Background: an optimization exercise with open tools, aiming at small area and a short achievable clock period. Do not read the settings as production practice. Only simulation tests tie the RTL to the original design; equivalence was not proved. Power and IR drop assume default switching activity.

### design/flow/config.mk
export PLATFORM = sky130hd
export DESIGN_NAME = pipeline
export DESIGN_NICKNAME = pipeline
export VERILOG_FILES = /design/flow/design.v
export SDC_FILE = /design/flow/constraint.sdc
export NUM_CORES = 4
export LEC_CHECK = 0
export CAP_MARGIN = 20
export CELL_PAD_IN_SITES_DETAIL_PLACEMENT = 2
export CELL_PAD_IN_SITES_GLOBAL_PLACEMENT = 2
export CORE_MARGIN = 2
export CORE_UTILIZATION = 30
export PLACE_DENSITY = 0.35
export SLEW_MARGIN = 20
### design/flow/constraint.sdc
create_clock -name core_clock -period 12.0 [get_ports {clk}]
set_input_delay 2.4000 -clock core_clock [delete_from_list [all_inputs] [get_ports {clk}]]
set_output_delay 2.4000 -clock core_clock [all_outputs]
set_load 0.01 [all_outputs]
### design/flow/design.v
module func_unit(
  input  [3:0]  FS,
  input         SLT,
  input  [4:0]  SH,
  input  [31:0] A,
  input  [31:0] B,
  output [31:0] F
);
  wire [31:0] bx  = ({32{FS[1]}} & B) | ({32{FS[0]}} & ~B);
  wire [31:0] sum = A + bx + {31'b0, FS[0]};
  wire nb1 = ~B[31] ^ ~(|B[30:0]);
  wire v   = (A[31] == nb1) & (A[31] != sum[31]);
  wire lt  = sum[31] ^ v;
  reg [3:0] tt;
  always @(*) begin
    case (FS[2:0])
      3'b000:  tt = 4'b1000;  
      3'b001:  tt = 4'b1110;  
      3'b010:  tt = 4'b0110;  
      3'b011:  tt = 4'b0011;  
      default: tt = 4'b1010;  
    endcase
  end
  wire [31:0] lu = ({32{tt[3]}} &  A &  B) | ({32{tt[2]}} &  A & ~B) |
                   ({32{tt[1]}} & ~A &  B) | ({32{tt[0]}} & ~A & ~B);
  wire lsl = FS[1];
  reg  [31:0] brev, srev;
  wire [31:0] sin = lsl ? brev : B;
  wire [31:0] sr  = sin >> SH;
  integer k;
  always @(*)
    for (k = 0; k < 32; k = k + 1) begin
      brev[k] = B[31-k];
      srev[k] = sr[31-k];
    end
  wire [31:0] sh = lsl ? srev : sr;
  wire shift = FS[3] & FS[2] & (FS[1] ^ FS[0]);
  assign F = SLT      ? {31'b0, lt} :
             ~FS[3]   ? sum :
             shift    ? sh  : lu;
endmodule
module instruction_decoder (
  input  [31:0] IR,
  output        RW,     
  output        LD,     
  output        SLT,    
  output        ST,     
  output        MA,     
  output        MB,     
  output        CS,     
  output        BR,     
  output        BZ,
  output        BNZ,
  output        JMP,    
  output        JMR
);
  wire [6:0] op = IR[31:25];
  localparam NOP  = 7'b000_0000,
             MOVA = 7'b100_0000,
             ADD  = 7'b000_0010,
             SUB  = 7'b000_0101,
             AND  = 7'b000_1000,
             OR   = 7'b000_1001,
             XOR  = 7'b000_1010,
             NOT  = 7'b000_1011,
             ADI  = 7'b010_0010,
             SBI  = 7'b010_0101,
             ANI  = 7'b010_1000,
             ORI  = 7'b010_1001,
             XRI  = 7'b010_1010,
             AIU  = 7'b100_0010,
             SIU  = 7'b100_0101,
             MOVB = 7'b000_1100,
             LSR  = 7'b000_1101,
             LSL  = 7'b000_1110,
             LDO  = 7'b001_0000,
             STO  = 7'b010_0000,
             JMRO = 7'b111_0000,
             SLTO = 7'b110_0101,
             BZO  = 7'b110_0000,
             BNZO = 7'b100_1000,
             JMPO = 7'b110_1000,
             JML  = 7'b011_0000;
  assign LD  = op == LDO;
  assign SLT = op == SLTO;
  assign ST  = op == STO;
  assign MA  = op == JML;
  assign BZ  = op == BZO;
  assign BNZ = op == BNZO;
  assign JMP = op == JMPO || op == JML;
  assign JMR = op == JMRO;
  assign BR  = BZ | BNZ | JMP;
  assign CS  = op == ADI || op == SBI || BR;
  assign MB  = CS || op == ANI || op == ORI || op == XRI || op == AIU || op == SIU;
  assign RW  = op == MOVA || op == MOVB || op == ADD || op == SUB || op == AND ||
               op == OR   || op == XOR  || op == LSR || op == LSL || op == NOT ||
               op == ADI  || op == SBI  || op == ANI || op == ORI || op == XRI ||
               op == AIU  || op == SIU  || LD || SLT || MA;
endmodule
module register_file (
  input         clk,
  input         rst_n,
  input         we,       
  input  [4:0]  wa,
  input  [31:0] wd,
  input  [4:0]  AA,
  input  [4:0]  BA,
  output [31:0] REG_A,
  output [31:0] REG_B
);
  reg  [31:1] valid;
  wire [31:0] rdata [0:31];
  assign rdata[0] = 32'b0;
  genvar i;
  generate
    for (i = 1; i < 32; i = i + 1) begin : r
      reg [31:0] q;
      always @(posedge clk)
        if (we && wa == i) q <= wd;
      always @(posedge clk)
        if (!rst_n)              valid[i] <= 1'b0;
        else if (we && wa == i)  valid[i] <= 1'b1;
      assign rdata[i] = q;
    end
  endgenerate
  wire [31:0] asel, bsel;
  assign asel[0] = 1'b0;
  assign bsel[0] = 1'b0;
  generate
    for (i = 1; i < 32; i = i + 1) begin : s
      assign asel[i] = valid[i] & (AA == i);
      assign bsel[i] = valid[i] & (BA == i);
    end
  endgenerate
  reg [31:0] ra, rb;
  integer k;
  always @(*) begin
    ra = 32'b0;
    rb = 32'b0;
    for (k = 1; k < 32; k = k + 1) begin
      ra = ra | ({32{asel[k]}} & rdata[k]);
      rb = rb | ({32{bsel[k]}} & rdata[k]);
    end
  end
  assign REG_A = ra;
  assign REG_B = rb;
endmodule
module pipeline(
  input  clk, rst_n,
  input  [31:0] IR ,   
  input  [31:0] D_IN,   
  output [31:0] D_OUT,  
  output [10:0] I_ADDR,
  output [10:0] D_ADDR, 
  output reg im_oen,
  output reg dm_oen,
  output reg dm_wen,
  output reg halt
);
  reg  [31:0] PC, PC_1;
  reg  [31:0] ins;                  
  reg         iv;                   
  reg         flush_ID;             
  reg  [31:0] EX_BUSA, EX_BUSB;
  reg  [4:0]  EX_DA;
  reg  [4:0]  EX_SH;
  reg  [3:0]  EX_FS;
  reg         EX_RW;                
  reg         EX_LD, EX_SLT;
  reg         EX_BZ, EX_BNZ, EX_JMP, EX_JMR;
  reg  [4:0]  WB_DA;                
  reg         WB_RW;
  wire [31:0] F;
  func_unit FUNCUNIT(.FS(EX_FS), .SLT(EX_SLT), .SH(EX_SH), .A(EX_BUSA),
                     .B(EX_BUSB), .F(F));
  wire [31:0] WD = EX_LD ? D_IN : F;
  wire Z        = ~|EX_BUSA;        
  wire take_bra = EX_JMP | (EX_BZ & Z) | (EX_BNZ & ~Z);
  wire take_raa = EX_JMR;
  wire take     = take_bra | take_raa;
  wire [31:0] PC_NEXT = take_raa ? EX_BUSA :
                        take_bra ? EX_BUSB : PC + 32'd1;
  wire ID_RW, ID_LD, ID_SLT, ID_ST, MA, MB, CS, ID_BR, ID_BZ, ID_BNZ,
       ID_JMP, ID_JMR;
  instruction_decoder INSDE(.IR(ins), .RW(ID_RW), .LD(ID_LD), .SLT(ID_SLT),
                            .ST(ID_ST), .MA(MA), .MB(MB), .CS(CS), .BR(ID_BR),
                            .BZ(ID_BZ), .BNZ(ID_BNZ), .JMP(ID_JMP),
                            .JMR(ID_JMR));
  wire [4:0] ID_DA = ins[24:20];
  wire [4:0] ID_AA = ins[19:15];
  wire [4:0] ID_BA = ins[14:10];
  wire       id_v  = iv & ~take;
  wire [31:0] RA, RB;
  register_file REGF (.clk(clk), .rst_n(rst_n), .we(EX_RW), .wa(EX_DA),
                      .wd(WD), .AA(ID_AA), .BA(ID_BA), .REG_A(RA), .REG_B(RB));
  wire [31:0] IM  = {{17{CS & ins[14]}}, ins[14:0]};
  wire [31:0] BRA = PC_1 + IM;
  wire HA = EX_RW & (EX_DA == ID_AA);
  wire HB = EX_RW & (EX_DA == ID_BA);
  wire [31:0] BUS_A = MA ? PC_1 : HA ? WD : RA;
  wire WHB = WB_RW & (WB_DA == ID_BA);
  wire [31:0] BUS_B = MB ? (ID_BR ? BRA : IM) :
                      HB ? (WHB ? 32'b0 : WD) : RB;
  wire sel_din = dm_wen & HA & EX_LD;
  assign D_ADDR = sel_din ? D_IN[10:0] :
                  ~dm_wen ? EX_BUSA[10:0] :
                  HA      ? F[10:0] : RA[10:0];
  assign D_OUT  = EX_BUSB;
  assign I_ADDR = PC[10:0];
  wire squash_if = take | flush_ID;
  always @(posedge clk) begin
    ins      <= IR;
    EX_BUSA  <= BUS_A;
    EX_BUSB  <= BUS_B;
    EX_DA    <= ID_DA;
    EX_SH    <= ins[4:0];
    EX_FS    <= ins[28:25];
    EX_LD    <= ID_LD;
    EX_SLT   <= ID_SLT;
    WB_DA    <= EX_DA;
  end
  always @(posedge clk) begin
    if (!rst_n) begin
      PC       <= 0;
      PC_1     <= 0;
      im_oen   <= 1'b1;
      halt     <= 1'b0;
      iv       <= 1'b0;
      flush_ID <= 1'b0;
      dm_oen   <= 1'b1;
      dm_wen   <= 1'b1;
      EX_RW    <= 1'b0;
      WB_RW    <= 1'b0;
      EX_BZ    <= 1'b0;
      EX_BNZ   <= 1'b0;
      EX_JMP   <= 1'b0;
      EX_JMR   <= 1'b0;
    end else begin
      PC       <= PC_NEXT;
      PC_1     <= PC;
      im_oen   <= 1'b0;
      halt     <= halt | (~squash_if & (&IR));
      iv       <= ~squash_if;
      flush_ID <= take_bra;
      dm_oen   <= ~(id_v & ID_LD);
      dm_wen   <= ~(id_v & ID_ST);
      EX_RW    <= id_v & ID_RW & (|ID_DA);
      WB_RW    <= EX_RW;
      EX_BZ    <= id_v & ID_BZ;
      EX_BNZ   <= id_v & ID_BNZ;
      EX_JMP   <= id_v & ID_JMP;
      EX_JMR   <= id_v & ID_JMR;
    end
  end
endmodule
### design/flow/run.sh
#!/bin/bash
# synth_recipe.tcl (not shown) runs the flow's synth.tcl, then flattens the netlist and writes it again
# the make line also repeats each setting of config.mk as NAME=value (left out here)
make -C /OpenROAD-flow-scripts/flow DESIGN_CONFIG=/design/flow/config.mk WORK_HOME=/design/flow/orfs CLKGATE_MAP_FILE= SYNTH_SCRIPT=/design/flow/synth_recipe.tcl finish
==> flow_results.org <==
** Finish
- The filler cells instantiated in the layout total 20100.
- Highest-count cells in the layout ignoring fill and taps :: sky130_fd_sc_hd__edfxtp_1 (992), sky130_fd_sc_hd__a22oi_1 (418), sky130_fd_sc_hd__nor2_1 (291)
- Post-layout nets :: 5044
- The library cell used most frequently in the layout, excluding fill and tap cells, is sky130_fd_sc_hd__edfxtp_1.
- Cells with a size suffix above 1 make up 14.2% of the layout.
- The area growth from synthesis to layout is 17.1%.

** Clock tree
- CTS Buf Count :: 150
- Post-CTS Setup Repair Bufs :: 0
- Once the clock tree was built, the resizer swapped 0 gates to a different size.
- Number of buffers on the longest clock path :: 3
- TritonCTS built the clock tree.
- The root buffer cell chosen for the clock tree is sky130_fd_sc_hd__clkbuf_16.
- Later-pin clock latency in the skew report :: roughly 840 ps
- H-tree level count :: 4
- Clock slew at the register clock pins of the worst setup and hold paths :: 60 ps
- Post-CTS Hold Fix Bufs :: 0
- Counting every sink on the clock net gives about 1200.

** Worst setup path
- Crit Reg-Reg Endpoint :: REGF.r[6].q[28]
- The worst setup path is captured at an output port.
- Delay of the slowest cell on the worst path :: 750 ps
- At the worst endpoint, the required time is 9600 ps.
- The number of cells on the worst reg-to-reg path is 13.
- Cell family with the largest share of critical-path delay :: compound AO/OA/AOI/OAI gates
- Reg2reg start :: EX_BUSB[0]
- Cell Chain, Critical Path :: inv_1 > buf_4 > o21ai_0 > ha_1 > nand3_1 > nor4_1 > o211ai_1 > o211ai_1 > a31oi_1 > mux2i_1 > o311ai_0 > a31oi_1 > a21o_1 > clkdlybuf4s50_1
- On the critical path, the stage with the largest delay is an instance of sky130_fd_sc_hd__o311ai_0.
- For the worst setup path, the data arrival time is 6500 ps.
- Along the worst path, the maximum fanout reaches 26.
- For flop-to-flop paths, the worst setup slack is 5860 ps.
- The worst setup path is of the reg -> out kind.
- Critical path startpoint category :: register
- The number of buffers and inverters on the critical path is 3.

** Global route
- The first global-routing pass estimated between 500 and 600 mm of wire.
- The number of global-route vias before repair is 51700.
- Entering global routing, the biggest net connects 62 pins.
- After global routing the overflow that remains totals 0.
- Initial antenna violation count :: 32
- GR Util All Layers :: 38.3%

** Synth
- Top cells by area in the synthesized netlist :: sky130_fd_sc_hd__edfxtp_1 (51%), sky130_fd_sc_hd__dfxtp_1 (7.7%), sky130_fd_sc_hd__a22oi_1 (5.4%)
- Netlist area before placement :: 0.0585 sq mm
- Share of the synthesized area in the top cell type :: 51.0%
- Sequential cell area fraction in the yosys report :: 58.6%
- The synthesized design contains ~1200 register bits.
- Post-Synthesis Cells :: 4835
- Dominant cell type by area after synthesis :: sky130_fd_sc_hd__edfxtp_1
- A synthesized cell averages 12.1 sq um.
- Counting flops with a built-in enable in the synthesized netlist gives 992.
- For this run, the leading register cell type out of synthesis is sky130_fd_sc_hd__edfxtp_1.
- Post-synthesis async set-or-reset flop share :: 0%
- Synthesis Warnings :: 3
- Nets in the synthesized netlist :: 4970
- Yosys mapped the design onto 83 distinct sky130hd cell types.

** Power
- Leakage power figure :: 23.0 nW
- Across the VDD grid, the largest voltage drop is between 100 and 150 uV.
- Cell Pwr Density :: 148 mW/mm^2

** Floorplan
- Number of cell rows :: around 160
- In this run the standard cell core region covers between 0.15 and 0.2 sq mm.
- The floorplan step set the die height to around 450 microns.
- The die is 445 microns wide.
- The initial utilization of the core area, before any placement, comes to a little under a third.
- The die covers 0.198 sq mm.
- During I/O placement, the number of pins put on the boundary was 124.

** Placed design
- Prior to clock tree synthesis, the placed netlist has a worst setup slack of 3970 ps.
- Once detailed placement completed, the half-perimeter wirelength came to 242 mm.
- Buffers added on ports :: approximately 120
- Final weighted congestion in routability-driven placement :: between 0.9 and 1

** Route
- The detailed router finished its first iteration with 7328 violations.
- Dividing the detail-routed via count by the number of cells gives 6.88.
- In the final routed layout, each cell accounts on average for 51.2 microns.
- For this block, the routed nets add up to ~390 mm of wire.
- Before antenna repair, the detailed router went through 13 iterations.
- DR DRC count :: 0
- Total number of vias :: 52200
- In this run the remaining antenna-violating nets after routing total 0.

** STA
- Min Clock Period, post-route :: about 8900 ps
- The total count of max-transition violations in the final report is 0.
- At the pin with the least slew margin, the transition time is 1340 ps.
- Number of hold-slack violations in the final timing report :: 0
- Derived from the worst setup path, the maximum achievable clock frequency is 112 MHz.
- Hold slack final :: between 300 and 400 ps
- Setup repair after global routing left no endpoint under its margin.
- Adding up every negative setup slack in the final design gives 0 ps.
- After layout, the worst path uses 74.1% of the clock period.
- Setup violations remaining at the end of the flow were counted as 0.
- Worst Clk Skew :: between 50 and 60 ps
- Worst slew margin relative to its limit :: 9.87%
- Setup slack closes at 3100 ps.

** Worst hold path
- The worst hold path terminates at EX_DA[2].
- Number of instances on the worst hold path :: 0
- The worst hold path belongs to the class reg -> reg.
- The worst hold path begins at ins[22].

** Status
- Result of the run :: no timing/DRC/antenna violations

** Flow run
- Reported max-cap violation count :: 0
==> synth_stat cells, drive strengths merged, types with 64 or more instances <==
library cell and instances:
mux4 69, buf 78, a211oi 64, dfxtp 224, nor2 324, clkbuf 372
a21oi 163, nor3 79, ha 66, edfxtp 992, a221oi 259, nand4 148
and3 81, nand3 160, a22oi 418, a22o 256, nand2 194, o21ai 174
==> report_power, final <==
| part | switching (mW) | total, mW | leakage, nW | internal (mW) |
|---|---|---|---|---|
| sequential | 0.0490 | 4.73 | 10.8 | 4.68 |
| clock | 2.05 | 4.70 | 2.39 | 2.65 |
| combinational | 0.487 | 0.674 | 9.76 | 0.187 |
==> layer usage <==
metal  vias up  routed length, microns  track usage (%)
li1      19800                       -                -
met1     28100                  153000             48.7
met2      3281                  176000             60.6
met3       942                   33900             8.26
met4        16                   25200             20.7
met5         -                     105                0
==> cells by family after synthesis <==
kind of cell	share of synthesized area, %
muxes	3.85
AOI/OAI and AO/OA	21.3
adders and majority gates	1.52
xor gates and xnor gates	1.30
DFF	58.6
and+or+nand+nor	9.98
buffers and inverters	3.42
==> metrics by stage <==
stage | utilization, % | std cells | cell area [sq um] | total power [mW]
floorplan | - | 4835 | 58500 | 5.12
global placement | 32.6 | 7295 | 63400 | 5.47
detailed placement | 32.7 | 7298 | 63400 | 5.48
CTS | 35.2 | 7575 | 68400 | 10.1
global route | 35.2 | 7577 | 68400 | 10.3
finish | 35.2 | 7586 | 68400 | 10.1
==> state kept, by name, summed over array words and instances (netlist names), 4 cells and up <==
| name | cells |
|---|---|
| EX_BUSA | 32 |
| EX_BUSB | 32 |
| EX_DA | 5 |
| EX_FS | 4 |
| EX_SH | 5 |
| PC | 32 |
| PC_1 | 32 |
| REGF.r.q | 992 |
| REGF.valid | 31 |
| WB_DA | 5 |
| ins | 32 |
==> area by class of cell <==
type,count,area [sq um],share of cell area [%]
sequential,1216,34300,50.1
multi-input combinational,3115,22600,33.1
clock buffer,184,4010,5.86
tap,2542,3180,4.65
timing repair buffer,372,3160,4.61
clock inverter,93,930,1.36
inverter,54,203,0.296
antenna,10,25.0,0.0366
==> worst max path at each step <==
stage	from	cells after the start	slack (ps)	endpoint
finish	EX_FS[0]	14	3100	D_ADDR[0]
global route	EX_FS[0]	14	2970	D_ADDR[0]
global placement	EX_FS[0]	14	3950	D_ADDR[0]
floorplan	EX_FS[1]	20	4420	D_ADDR[10]
detailed placement	EX_FS[0]	14	3970	D_ADDR[0]
CTS	EX_FS[0]	14	3090	D_ADDR[0]

==> what the ideal ports hide <==
No port has a modelled driver above. Below, the same layout with a new extraction and two added sets of constraints.
Step 1 assumes that a clkbuf_16 drives the clock port and a buf_2 every other input.
Step 2, shift: input delay + t, output delay - t, t = (earliest + latest rising clock arrival at the registers) / 2. This alone moves slack from input paths to output paths.
Three values: ideal, step 1, step 2; two values: the first two.
t, ns: 0.899
setup slack, ns: 3.104 / 3.017 / 3.916
worst hold slack (ns): 0.351 / 0.351 / 0.351
worst setup path at the end: register to output
After both steps this run still meets setup and hold. The setup slack of this run moves by -0.087 ns with the drivers and by +0.812 ns with both steps.
